Context: an optimization exercise on an open-source flow, tuned for small area. The choices shown serve that exercise and are no tape-out recipe.
Only simulation tests tie the RTL to the original design; equivalence was not proved.
No driver is modelled on the clock port, so clock power and skew are understated where the tree is cut down; a real chip needs a root buffer or a tree.
No activity file was given, so power comes from the tool's default toggle rates.

==> branch nickel <==
## ghrd_glue
module ghrd_glue (
	input	wire		CLK_50_MAX10,	 
	input	wire		POR_n,		 
	input	wire		CPU_RESETn,	 
	input	wire [3:0]	USER_PB,	 
	input	wire [4:0]	USER_DIPSW,	 
	output	wire		system_reset_n,		 
	output	wire		ENETA_RESETn,		 
	output	wire		ENETB_RESETn,		 
	output	wire		USER_LED_4,		 
	output	wire [3:0]	debounced_user_pb,	 
	output	wire [4:0]	debounced_user_dipsw	 
);
==> module bit_syncin_debouncer, before the edit <==
module bit_syncin_debouncer
(
	input	wire 		clk,
	input	wire		por_n,		 
	input	wire		data_in_n,
	output	reg		data_out_n
);
	localparam [19:0] X     = 20'hc9200;
	localparam [19:0] S0    = 20'h92400;
	localparam [19:0] XMASK = 20'hefff6;
	reg  [19:0] s;
	reg         r1, r2;
	wire        strobe = ((s ^ X) & XMASK) == 20'd0;
	wire        fb = strobe ? S0[0] : (s[19] ^ s[16]);
	always @ (posedge clk or negedge por_n)
	begin
		if (!por_n)
		begin
			s <= S0;
			r1 <= 1'b0;
			r2 <= 1'b0;
			data_out_n <= 1'b0;
		end
		else
		begin
			s <= {s[18:0], fb};
			if (strobe)
			begin
				r1 <= data_in_n;
				r2 <= r1;
				data_out_n <= r1 & r2;
			end
		end
	end
endmodule
clock: 20.0 ns
lec_check: 0
cap_margin: 20
core_margin: 2
core_utilization: 40
slew_margin: 20
standard.sh (not shown) runs the stock make flow with config.mk's settings and CLKGATE_MAP_FILE= SYNTH_SCRIPT=/design/flow/synth_recipe.tcl, a recipe that flattens the netlist after the stock synthesis.
==> flow/flow/run.sh <==
#!/bin/bash
# Standard layout (the standard.sh, unchanged synthesis) with two changes: ports get buf_1
# buffers, and the clock tree is the small two-level one cts_manual.tcl builds (root inv_16,
# 8 leaf inv_8). make's output goes to flow_make.log; each ORFS step logs under orfs/logs/.
set -euo pipefail
W=$(pwd)
export PRE_CTS_TCL=$W/flow/cts_manual.tcl
export MANUAL_CTS_LEAVES=8
export MANUAL_CTS_LEAF=sky130_fd_sc_hd__inv_8
export MANUAL_CTS_ROOT=sky130_fd_sc_hd__inv_16
bash standard.sh \
  BUFFER_PORTS_ARGS="-buffer_cell sky130_fd_sc_hd__buf_1" \
  PRE_CTS_TCL=$W/flow/cts_manual.tcl \
  finish > $W/flow_make.log 2>&1
==> flow/flow/cts_manual.tcl <==
# Sourced by ORFS's cts.tcl (PRE_CTS_TCL) before it calls clock_tree_synthesis: replaces that call
# with a small balanced two-level clock tree. The clock port drives one root cell; the root drives
# CTS_LEAVES leaf cells; each leaf drives the registers of one region, found by splitting the
# registers into groups of equal size, cutting each region across its longer side. Every register
# is behind exactly one root and one leaf cell (both inverting or both not).

proc manual_env { name default } {
  if { [info exists ::env($name)] && $::env($name) ne "" } { return $::env($name) }
  return $default
}

# sinks: list of {iterm x y}; split into n groups of near-equal size
proc manual_split { sinks n } {
  if { $n <= 1 } { return [list $sinks] }
  set xs {}; set ys {}
  foreach s $sinks { lappend xs [lindex $s 1]; lappend ys [lindex $s 2] }
  set xs [lsort -integer $xs]; set ys [lsort -integer $ys]
  set dx [expr {[lindex $xs end] - [lindex $xs 0]}]
  set dy [expr {[lindex $ys end] - [lindex $ys 0]}]
  set idx [expr {$dx >= $dy ? 1 : 2}]
  set sorted [lsort -integer -index $idx $sinks]
  set n1 [expr {$n / 2}]
  set cut [expr {int(round(double([llength $sorted]) * $n1 / $n))}]
  set a [manual_split [lrange $sorted 0 [expr {$cut - 1}]] $n1]
  set b [manual_split [lrange $sorted $cut end] [expr {$n - $n1}]]
  return [concat $a $b]
}

proc manual_center { pts } {
  set sx 0; set sy 0
  foreach p $pts { set sx [expr {$sx + [lindex $p 1]}]; set sy [expr {$sy + [lindex $p 2]}] }
  return [list [expr {int($sx / [llength $pts])}] [expr {int($sy / [llength $pts])}]]
}

proc manual_cell { block master name in out x y } {
  set inst [odb::dbInst_create $block $master $name]
  set ipin [lindex [lsearch -all -inline -not [lmap t [$inst getITerms] {expr {[[$t getMTerm] getSigType] in {POWER GROUND} ? "" : $t}}] ""] 0]
  foreach t [$inst getITerms] {
    if { [[$t getMTerm] getSigType] in {POWER GROUND} } { continue }
    if { [$t isInputSignal] } { $t connect $in } elseif { [$t isOutputSignal] } { $t connect $out }
  }
  $inst setLocation $x $y
  $inst setPlacementStatus PLACED
  return $inst
}

rename clock_tree_synthesis orfs_clock_tree_synthesis
proc clock_tree_synthesis { args } {
  set block [ord::get_db_block]
  set db [ord::get_db]
  set leaf_master [$db findMaster [manual_env MANUAL_CTS_LEAF sky130_fd_sc_hd__inv_8]]
  set root_master [$db findMaster [manual_env MANUAL_CTS_ROOT sky130_fd_sc_hd__inv_16]]
  set n [manual_env MANUAL_CTS_LEAVES 8]
  foreach clk [all_clocks] {
    foreach port [get_property $clk sources] {
      set bterm [$block findBTerm [get_full_name $port]]
      set clknet [$bterm getNet]
      set cname [$clknet getName]
      set sinks {}
      foreach it [$clknet getITerms] {
        set box [[$it getInst] getBBox]
        lappend sinks [list $it [expr {([$box xMin] + [$box xMax]) / 2}] [expr {([$box yMin] + [$box yMax]) / 2}]]
      }
      foreach s $sinks { [lindex $s 0] disconnect }
      set groups [manual_split $sinks $n]
      set rootnet [odb::dbNet_create $block "clknet_root_$cname"]
      $rootnet setSigType CLOCK
      set leaves {}
      set i 0
      foreach g $groups {
        set net [odb::dbNet_create $block "clknet_leaf_${i}_$cname"]
        $net setSigType CLOCK
        foreach s $g { [lindex $s 0] connect $net }
        lassign [manual_center $g] cx cy
        manual_cell $block $leaf_master "clkleaf_${i}_$cname" $rootnet $net $cx $cy
        lappend leaves [list $i $cx $cy]
        puts "manual CTS: leaf $i [llength $g] sinks at $cx $cy"
        incr i
      }
      lassign [manual_center $leaves] rx ry
      manual_cell $block $root_master "clkroot_$cname" $clknet $rootnet $rx $ry
      $clknet setSigType CLOCK
    }
  }
  set_propagated_clock [all_clocks]
}
==> inputs of branch cedar, as changes to branch nickel <==
==> flow/run.sh (new file) <==
#!/bin/bash
# synth_recipe.tcl (not shown) runs the flow's synth.tcl, then flattens the netlist and writes it again
# the make line also repeats each setting of config.mk as NAME=value (left out here)
make -C /OpenROAD-flow-scripts/flow DESIGN_CONFIG=/design/flow/config.mk WORK_HOME=/design/flow/orfs CLKGATE_MAP_FILE= SYNTH_SCRIPT=/design/flow/synth_recipe.tcl finish
removed: flow/flow/run.sh
removed: flow/flow/cts_manual.tcl
removed: flow/standard.sh
==> inputs of branch ember, as changes to branch nickel <==
--- a/flow/design.v
+++ b/flow/design.v
@@ -76,7 +76,7 @@
 	localparam [19:0] S0    = 20'h92400;
 	localparam [19:0] XMASK = 20'hefff6;
 	reg  [19:0] s;
-	reg         r1, r2;
+	reg         r1, r2;	 
 	wire        strobe = ((s ^ X) & XMASK) == 20'd0;
 	wire        fb = strobe ? S0[0] : (s[19] ^ s[16]);
 	always @ (posedge clk or negedge por_n)
@@ -85,7 +85,6 @@
 		begin
 			s <= S0;
 			r1 <= 1'b0;
-			r2 <= 1'b0;
 			data_out_n <= 1'b0;
 		end
 		else
@@ -94,11 +93,13 @@
 			if (strobe)
 			begin
 				r1 <= data_in_n;
-				r2 <= r1;
 				data_out_n <= r1 & r2;
 			end
 		end
 	end
+	always @ (posedge clk)
+		if (strobe)
+			r2 <= r1;
 endmodule
 module ghrd_glue (
 	input	wire		CLK_50_MAX10,	 
==> flow/flow/run.sh (replaced) <==
#!/bin/bash
# The standard layout (standard.sh) with four changes:
#  - after the standard synthesis, remap.ys maps its logic again for area with ABC; the registers
#    (instances, names, cell types) are left as they are;
#  - ports get buf_1 buffers;
#  - the clock tree is the small two-level one cts_manual.tcl builds (root inv_8, 8 leaf inv_8);
#  - logic cells go to their smallest drive strength after CTS (post_cts.tcl).
# Logs: flow_synth.log, remap.log and flow_make.log here; each ORFS step's under orfs/logs/.
set -euo pipefail
W=$(pwd)
RES=$W/orfs/results/$FLOW_PLATFORM/ghrd_glue/base
LIB=$FLOW_HOME/platforms/$FLOW_PLATFORM/lib/sky130_fd_sc_hd__tt_025C_1v80.lib
YOSYS=$FLOW_HOME/../tools/install/yosys/bin/yosys
[[ -x $YOSYS ]] || YOSYS=yosys

bash standard.sh synth > $W/flow_synth.log 2>&1
cp $RES/1_2_yosys.v $W/standard_1_2_yosys.v
sed -e "s#@LIB@#$LIB#g" -e "s#@IN@#$W/standard_1_2_yosys.v#g" -e "s#@OUT@#$W/remapped.v#g" \
  $W/flow/remap.ys > $W/remap_run.ys
$YOSYS -s $W/remap_run.ys > $W/remap.log 2>&1
cp $W/remapped.v $RES/1_2_yosys.v
rm -f $RES/1_synth.odb $RES/1_synth.sdc

export PRE_CTS_TCL=$W/flow/cts_manual.tcl
export POST_CTS_TCL=$W/flow/post_cts.tcl
export MANUAL_CTS_LEAVES=8
export MANUAL_CTS_LEAF=sky130_fd_sc_hd__inv_8
export MANUAL_CTS_ROOT=sky130_fd_sc_hd__inv_8
bash standard.sh \
  BUFFER_PORTS_ARGS="-buffer_cell sky130_fd_sc_hd__buf_1" \
  PRE_CTS_TCL=$W/flow/cts_manual.tcl \
  POST_CTS_TCL=$W/flow/post_cts.tcl \
  finish > $W/flow_make.log 2>&1
==> flow/flow/post_cts.tcl (new file) <==
# Sourced by ORFS's cts.tcl after its timing repair (POST_CTS_TCL). Every path has large slack, so
# put each logic cell in its smallest drive strength of the same function (not the clock tree's
# cells), then let repair_design fix any slew or capacitance limit this breaks.
set db [ord::get_db]
set block [ord::get_db_block]
set swapped 0
foreach inst [$block getInsts] {
  set m [$inst getMaster]
  set name [$m getName]
  if { [string match clkleaf_* [$inst getName]] || [string match clkroot_* [$inst getName]] } { continue }
  if { ![regexp {^(sky130_fd_sc_hd__[a-z0-9]+)_([0-9]+)$} $name -> base drive] } { continue }
  set best $m
  foreach d {0 1 2} {
    set cand [$db findMaster ${base}_$d]
    if { $cand eq "NULL" || $cand eq "" } { continue }
    if { [lsearch -exact $::env(DONT_USE_CELLS) [$cand getName]] >= 0 } { continue }
    if { [$cand getWidth] < [$best getWidth] } { set best $cand }
  }
  if { $best ne $m } {
    if { [$inst swapMaster $best] } { incr swapped }
  }
}
puts "post_cts: swapped $swapped cells to smaller drive strengths"
estimate_parasitics -placement
repair_design
detailed_placement
estimate_parasitics -placement
repair_timing -hold
detailed_placement
==> flow/flow/remap.ys (new file) <==
# Area re-mapping of the standard synthesis's logic (run.sh fills in @LIB@, @IN@ and @OUT@).
# The registers and tie cells stay as they are (black boxes, same instances and names); every
# other cell is read as its function in the library and mapped again by ABC for area.
read_liberty -ignore_miss_func @LIB@
read_verilog @IN@
hierarchy -top ghrd_glue
blackbox sky130_fd_sc_hd__df* sky130_fd_sc_hd__edf* sky130_fd_sc_hd__sdf* sky130_fd_sc_hd__dl* sky130_fd_sc_hd__conb*
flatten
rename -hide w:_*_.*
hierarchy -top ghrd_glue
read_liberty -lib -ignore_redef @LIB@
opt_clean -purge
tee -o remap_before.txt stat -liberty @LIB@
abc -liberty @LIB@ -dont_use *probe* -dont_use *lpflow* -script +strash;dch,-f;map,-a;strash;dch,-f;map,-a
opt_clean -purge
splitnets
opt_clean -purge
hilomap -singleton -hicell sky130_fd_sc_hd__conb_1 HI -locell sky130_fd_sc_hd__conb_1 LO
insbuf -buf sky130_fd_sc_hd__buf_4 A X
check -assert -mapped
tee -o remap_after.txt stat -liberty @LIB@
write_verilog -noattr -nohex -nodec @OUT@
==> summary.txt <==
* Status: finished clean
* Gate power share at 0.5%
* Flops & latches, synth at between 150 and 200
* DP Wirelength at around 5500 um
* Psw at between 100 and 150 uW
* Fill count at approximately 1200
* Design area at approximately 6400 sq um
* Post-Synthesis Cell Area at 5390 sq um
* CP cell instances: or4_1 -> nor4_1 -> nand3_1 -> clkdlybuf4s50_1
* Core Region at approximately 13000 sq um
* Routing usage on met2 at 19.9%
* WL/cell at roughly 12 um
* Met1 wire length at roughly 4200 um
[end of results for branch cedar]
==> summary.txt <==
* Post-Synthesis Cell Area at 5350 sq um
* Fill count at approximately 1300
* CP cell instances: clkinv_1 -> nor2_1 -> buf_1
* Gate power share at less than 1%
* Psw at 120 uW
* DP Wirelength at approximately 5700 um
* Routing usage on met2 at between 10% and 20%
* Core Region at roughly 13000 sq um
* WL/cell at between 10 and 15 um
* Status: finished clean
[end of results for branch ember]
==> summary.txt <==
* Die W at between 100 and 150 um
* Flops & latches, synth at 192
* Design area at approximately 5800 sq um
* Psw at 118 uW
* Core Region at approximately 13000 sq um
* Met1 wire length at 4180 um
* Setup WS pre-CTS at 14.60 ns
* Gate power share at less than 1%
* WL/cell at roughly 12 um
* Status: finished clean
* Fill count at approximately 1300
[end of results for branch nickel]
In branch nickel and branch ember the design's own scripts or RTL, not TritonCTS, make the clock network.

## what the ideal ports hide
No port has a modelled driver above. Below, the same layouts with a new extraction and two added sets of constraints.
Step 1: set_driving_cell puts a clkbuf_16 on CLK_50_MAX10 and a buf_2 on each other input, an assumption about the parent block.
Step 2 moves the port delays by t, midway between the first and last clock arrival at a register: inputs arrive t later, outputs are due t later. That takes back most of the time a late clock gives input paths.
Slacks: ideal ports / drivers / drivers and shift; pairs: ideal ports / drivers.
run	shift t [ns]	slack for setup (ns)	worst register clock-pin slew, ns	worst slew at a driven data input, ns
branch nickel	0.247	14.381 / 14.311 / 14.558	0.11 / 0.11	0.04
branch cedar	0.451	13.809 / 13.772 / 14.223	0.07 / 0.07	0.04
branch ember	0.272	14.454 / 14.405 / 14.676	0.11 / 0.11	0.03
After both steps setup and hold are still met in every run listed.
